Background: an optimization exercise with open tools, aiming at small area. Do not read the settings as production practice.
The RTL was checked by simulation tests, not by an equivalence proof against the original design.
Power is estimated from default activity; no workload was simulated. The flow treats the clock pin as an ideal source, which a real chip does not have.

Setup of run A:
// uart_eeprom_demo
module uart_eeprom_demo #(
	parameter SYS_CLK_FRE = 50,
	parameter IIC_CLK_FRE = 400000,
	parameter BAUD_RATE	= 115200,
	parameter MAX_BYTE_NUM = 64,
	parameter [6:0] DEV_ADDR= {4'b1010, 3'b000},
	parameter REG_ADDR_SIZE = 2
)(
	input			clk,
	input			rst_n,
	output reg		ee_scl,
	input			ee_sda_i,
	output reg		ee_sda_o,
	output reg		ee_sda_oe,
	output reg	 	uart_txd,
	input wire 		uart_rxd
);
==> flow/config.mk <==
export PLATFORM = sky130hd
export DESIGN_NAME = uart_eeprom_demo
export DESIGN_NICKNAME = uart_eeprom_demo
export VERILOG_FILES = /design/flow/design.v
export SDC_FILE = /design/flow/constraint.sdc
export NUM_CORES = 4
export LEC_CHECK = 0
export CAP_MARGIN = 40
export CORE_MARGIN = 2
export CORE_UTILIZATION = 65
export SLEW_MARGIN = 40
==> flow/constraint.sdc <==
create_clock -name core_clock -period 20.0 [get_ports {clk}]
set_input_delay 4.0000 -clock core_clock [delete_from_list [all_inputs] [get_ports {clk}]]
set_output_delay 4.0000 -clock core_clock [all_outputs]
set_load 0.01 [all_outputs]
standard.sh (not shown) runs the stock make flow with config.mk's settings and CLKGATE_MAP_FILE= SYNTH_SCRIPT=/design/flow/synth_recipe.tcl, a recipe that flattens the netlist after the stock synthesis.
==> flow/flow/run.sh <==
#!/bin/bash
# Standard layout, with clock tree synthesis using small clock buffers,
# larger sink clusters and no dummy loads.
set -euo pipefail
export CTS_ARGS="-sink_clustering_enable -repair_clock_nets -buf_list sky130_fd_sc_hd__clkbuf_4 -root_buf sky130_fd_sc_hd__clkbuf_4 -sink_clustering_buffer sky130_fd_sc_hd__clkbuf_16 -sink_clustering_size 36 -sink_clustering_max_diameter 70 -dont_use_dummy_load"
bash standard.sh > standard_flow.log 2>&1
Run A finished every stage and its layout cleared the timing, design-rule and antenna checks.
Changes in run B relative to run A:
==> flow/flow/run.sh <==
#!/bin/bash
# Layout = the standard flow (standard.sh) with two changes:
#  1. synthesis maps the logic with an area-oriented ABC script
#     (flow/abc_area_map.script) in place of ORFS's abc_speed.script; the
#     rest of the synthesis (synth_recipe.tcl, registers, flatten, renames)
#     is unchanged;
#  2. clock tree synthesis uses small clock buffers, fixed sink clusters and
#     no dummy loads.
set -euo pipefail
here=$(pwd)
rm -rf "$here/scripts_area"
cp -r "$FLOW_HOME/scripts" "$here/scripts_area"
cp "$here/flow/abc_area_map.script" "$here/scripts_area/abc_speed.script"
sed "s|^make -C|make SCRIPTS_DIR=$here/scripts_area -C|" standard.sh > standard_area_synth.sh
bash standard_area_synth.sh synth > synth_flow.log 2>&1
export CTS_ARGS="-sink_clustering_enable -repair_clock_nets -buf_list sky130_fd_sc_hd__clkbuf_4 -root_buf sky130_fd_sc_hd__clkbuf_4 -sink_clustering_buffer sky130_fd_sc_hd__clkbuf_8 -sink_clustering_size 18 -sink_clustering_max_diameter 55 -dont_use_dummy_load"
bash standard.sh > standard_flow.log 2>&1
==> flow/flow/abc_area_map.script (new file) <==
strash
ifraig
dc2
dch -f
amap
strash
dc2
dch -f
amap
==> run summary <==
- Relative to run A, sequential share of layout area has increased by 1.5 points in run B.
- Diff run A -> run B | number of buffers created by CTS | up by more than half
- Non-clock buffer count for run B is higher than for run A.
- [run B] combinational share of power fell 0.2 points relative to run A
- Number of antenna violations at the first check in global routing in run B is 1 below run A.
- Number of hold-repair buffers added at the cts stage came out exactly the same in run B and run A.
diff inputs: run B => run C
- CAP_MARGIN: 40 -> 10
- SLEW_MARGIN: 40 -> 10
==> run summary <==
Side by side, sum of met2 wire segment lengths after detailed routing turned out higher in run C than in run B.
Run C and run B ended up with roughly the same total power.
Run C has global-route usage above what run B had.
On net switching power, run C does better than run B.
Run C against run B: number of antenna violations at the first check in global routing increased 1; peak clock frequency supported by timing essentially unchanged.
The following lists how run D was set up differently from run C:
==> flow/flow/abc_area_map.script <==
strash
dc2
dch -f
amap
strash
dc2
dch -f
amap
### Flow results
- Sort run C and run D by initial antenna violation count, ascending, and run D comes first.
- Run D: share of total power in the clock network is 0.5 points lower than what run C reported.
- Run C → run D: total design power up about 2%; data required time at the worst endpoint moved up.

---

== wip/pepper ==
Starting RTL as in the previous note.
clock: 20.0 ns
lec_check: 0
cap_margin: 10
core_margin: 2
core_utilization: 72
slew_margin: 10
==> flow/flow/run.sh <==
#!/bin/bash
# Layout = the standard flow (standard.sh) with two changes:
#  1. synthesis maps the logic with an area-oriented ABC script
#     (flow/abc_area_map.script) in place of ORFS's abc_speed.script; the
#     rest of the synthesis (synth_recipe.tcl, registers, flatten, renames)
#     is unchanged;
#  2. clock tree synthesis uses small clock buffers, fixed sink clusters and
#     no dummy loads.
set -euo pipefail
here=$(pwd)
rm -rf "$here/scripts_area"
cp -r "$FLOW_HOME/scripts" "$here/scripts_area"
cp "$here/flow/abc_area_map.script" "$here/scripts_area/abc_speed.script"
sed "s|^make -C|make SCRIPTS_DIR=$here/scripts_area -C|" standard.sh > standard_area_synth.sh
bash standard_area_synth.sh synth > synth_flow.log 2>&1
export CTS_ARGS="-sink_clustering_enable -repair_clock_nets -buf_list sky130_fd_sc_hd__clkbuf_4 -root_buf sky130_fd_sc_hd__clkbuf_4 -sink_clustering_buffer sky130_fd_sc_hd__clkbuf_8 -sink_clustering_size 18 -sink_clustering_max_diameter 55 -dont_use_dummy_load"
bash standard.sh > standard_flow.log 2>&1
==> flow/flow/abc_area_map.script <==
strash
ifraig
dc2
dch -f
amap
strash
dc2
dch -f
amap
wip/pepper finished end to end and its layout was clean on timing, DRC and antenna.
Input changes introduced in wip/yarrow (baseline for comparison: wip/pepper):
Settings: a change of CORE_UTILIZATION from 72 to 65; a change of CAP_MARGIN from 10 to 40; a change of SLEW_MARGIN from 10 to 40.
==> flow/flow/run.sh <==
#!/bin/bash
# Standard layout, with clock tree synthesis using small clock buffers,
# larger sink clusters and no dummy loads.
set -euo pipefail
export CTS_ARGS="-sink_clustering_enable -repair_clock_nets -buf_list sky130_fd_sc_hd__clkbuf_4 -sink_clustering_size 10 -sink_clustering_max_diameter 50 -dont_use_dummy_load"
bash standard.sh > standard_flow.log 2>&1
removed: flow/flow/abc_area_map.script
--- outcome ---
On net count after synthesis, wip/pepper and wip/yarrow are basically level.
Taking wip/pepper as the reference, in wip/yarrow clock network fraction of total power neither gained nor lost much, sequential share of cell area lost 2.0 points.
Wire length on met1: higher on wip/pepper
Global-route track usage on met1, wip/pepper and wip/yarrow: lower on wip/yarrow
Between wip/yarrow and wip/pepper, it is wip/yarrow whose final setup slack of the worst path is lower, by 120 ps.
The lower via count of wip/pepper and wip/yarrow is in wip/yarrow.
Cell count, wip/pepper and wip/yarrow: higher on wip/yarrow
Going from wip/pepper to wip/yarrow, the global-route usage was found to have gone down by 5.8 points.
Transition time at the pin with the least slew margin for wip/yarrow is lower than for wip/pepper.
The run showing the smaller post-synthesis xor/xnor area fraction is wip/pepper.
For wip/violet, these inputs were changed with respect to wip/yarrow:
==> flow/flow/run.sh <==
#!/bin/bash
# Layout = the standard flow (standard.sh) with two changes:
#  1. synthesis maps the logic with an area-oriented ABC script
#     (flow/abc_area_map.script) in place of ORFS's abc_speed.script; the
#     rest of the synthesis (synth_recipe.tcl, registers, flatten, renames)
#     is unchanged;
#  2. clock tree synthesis uses small clock buffers, fixed sink clusters and
#     no dummy loads.
set -euo pipefail
here=$(pwd)
rm -rf "$here/scripts_area"
cp -r "$FLOW_HOME/scripts" "$here/scripts_area"
cp "$here/flow/abc_area_map.script" "$here/scripts_area/abc_speed.script"
sed "s|^make -C|make SCRIPTS_DIR=$here/scripts_area -C|" standard.sh > standard_area_synth.sh
bash standard_area_synth.sh synth > synth_flow.log 2>&1
export CTS_ARGS="-sink_clustering_enable -repair_clock_nets -buf_list sky130_fd_sc_hd__clkbuf_4 -root_buf sky130_fd_sc_hd__clkbuf_4 -sink_clustering_buffer sky130_fd_sc_hd__clkbuf_8 -sink_clustering_size 16 -sink_clustering_max_diameter 50 -dont_use_dummy_load"
bash standard.sh > standard_flow.log 2>&1
==> flow/flow/abc_area_map.script (new file) <==
strash
dc2
dch -f
amap
strash
dc2
dch -f
amap
--- outcome ---
Number of ordinary inverters in the final layout was lower in the run labelled wip/yarrow. Routed via count: wip/violet worse than wip/yarrow. wip/violet finished end to end and its layout was clean on timing, DRC and antenna. The run showing the smaller count of antenna diodes in the layout is wip/yarrow. Compared with wip/yarrow, wip/violet shows a logic gate share of total power that is 1.0 points higher. Summary of the comparison: ratio of total power to cell area is higher in wip/violet, relative to wip/yarrow.
Edits applied to the flow inputs when going from wip/violet to wip/lagoon:
==> flow/flow/run.sh <==
#!/bin/bash
# Standard layout, with clock tree synthesis using small clock buffers,
# larger sink clusters and no dummy loads.
set -euo pipefail
export CTS_ARGS="-sink_clustering_enable -repair_clock_nets -buf_list sky130_fd_sc_hd__clkbuf_4 -root_buf sky130_fd_sc_hd__clkbuf_4 -sink_clustering_buffer sky130_fd_sc_hd__clkbuf_8 -sink_clustering_size 20 -sink_clustering_max_diameter 60 -dont_use_dummy_load"
bash standard.sh > standard_flow.log 2>&1
removed: flow/flow/abc_area_map.script
==> comparison <==
Compared with wip/violet, in wip/lagoon part of the cycle the worst path needs went down 1.9 points; required time of the critical path went down 4770 ps; I/O pin total held; final standard cell count with taps included and fillers excluded went down about 2.7%. wip/violet → wip/lagoon: number of nets in the finished design decreased by 3.6% relative to the old numbers, total via count in the routed design decreased by 675 relative to the old numbers, arrival time reported for the critical path endpoint decreased by 5140 ps relative to the old numbers. wip/lagoon vs. wip/violet: synthesized cell count down about 1%; clock transition at the registers of the reported paths saw little to no change.

## afterwards: timing with drivers on the ports
No port has a modelled driver above. Below, the same layouts with a new extraction and two added sets of constraints.
Step 1 sets driving cells, clkbuf_16 on the clock port and buf_2 on the other inputs (assumed; they add their load-dependent delay and slew).
Step 2 adds t to the input delays and takes it off the output delays; t is the mean of the earliest and latest rising clock arrival at the registers after step 1. Input paths then give back, and output paths get back, about the clock's delay inside the block.
a / b / c = no drivers / after step 1 / after step 2; a / b = the first two.
run | shift t [ns] | slack for setup (ns) | worst setup path at the end | worst data-port slew with drivers (ns)
run A | 0.967 | 13.056 / 13.000 / 13.057 | input to register | 0.05
run B | 0.859 | 13.103 / 13.050 / 12.850 | input to register | 0.03
run C | 0.909 | 13.123 / 13.072 / 12.391 | input to register | 0.03
run D | 0.879 | 12.753 / 12.781 / 11.902 | input to register | 0.06
wip/pepper | 0.903 | 13.150 / 13.100 / 12.320 | input to register | 0.03
wip/yarrow | 0.973 | 13.028 / 12.972 / 13.043 | input to register | 0.05
wip/violet | 0.909 | 12.822 / 12.845 / 11.936 | input to register | 0.05
wip/lagoon | 0.883 | 13.192 / 13.136 / 13.035 | input to register | 0.05
After both steps every run listed still meets setup and hold. The setup slack of wip/violet, which loses most, moves by +0.023 ns with the drivers and by -0.886 ns with both steps.
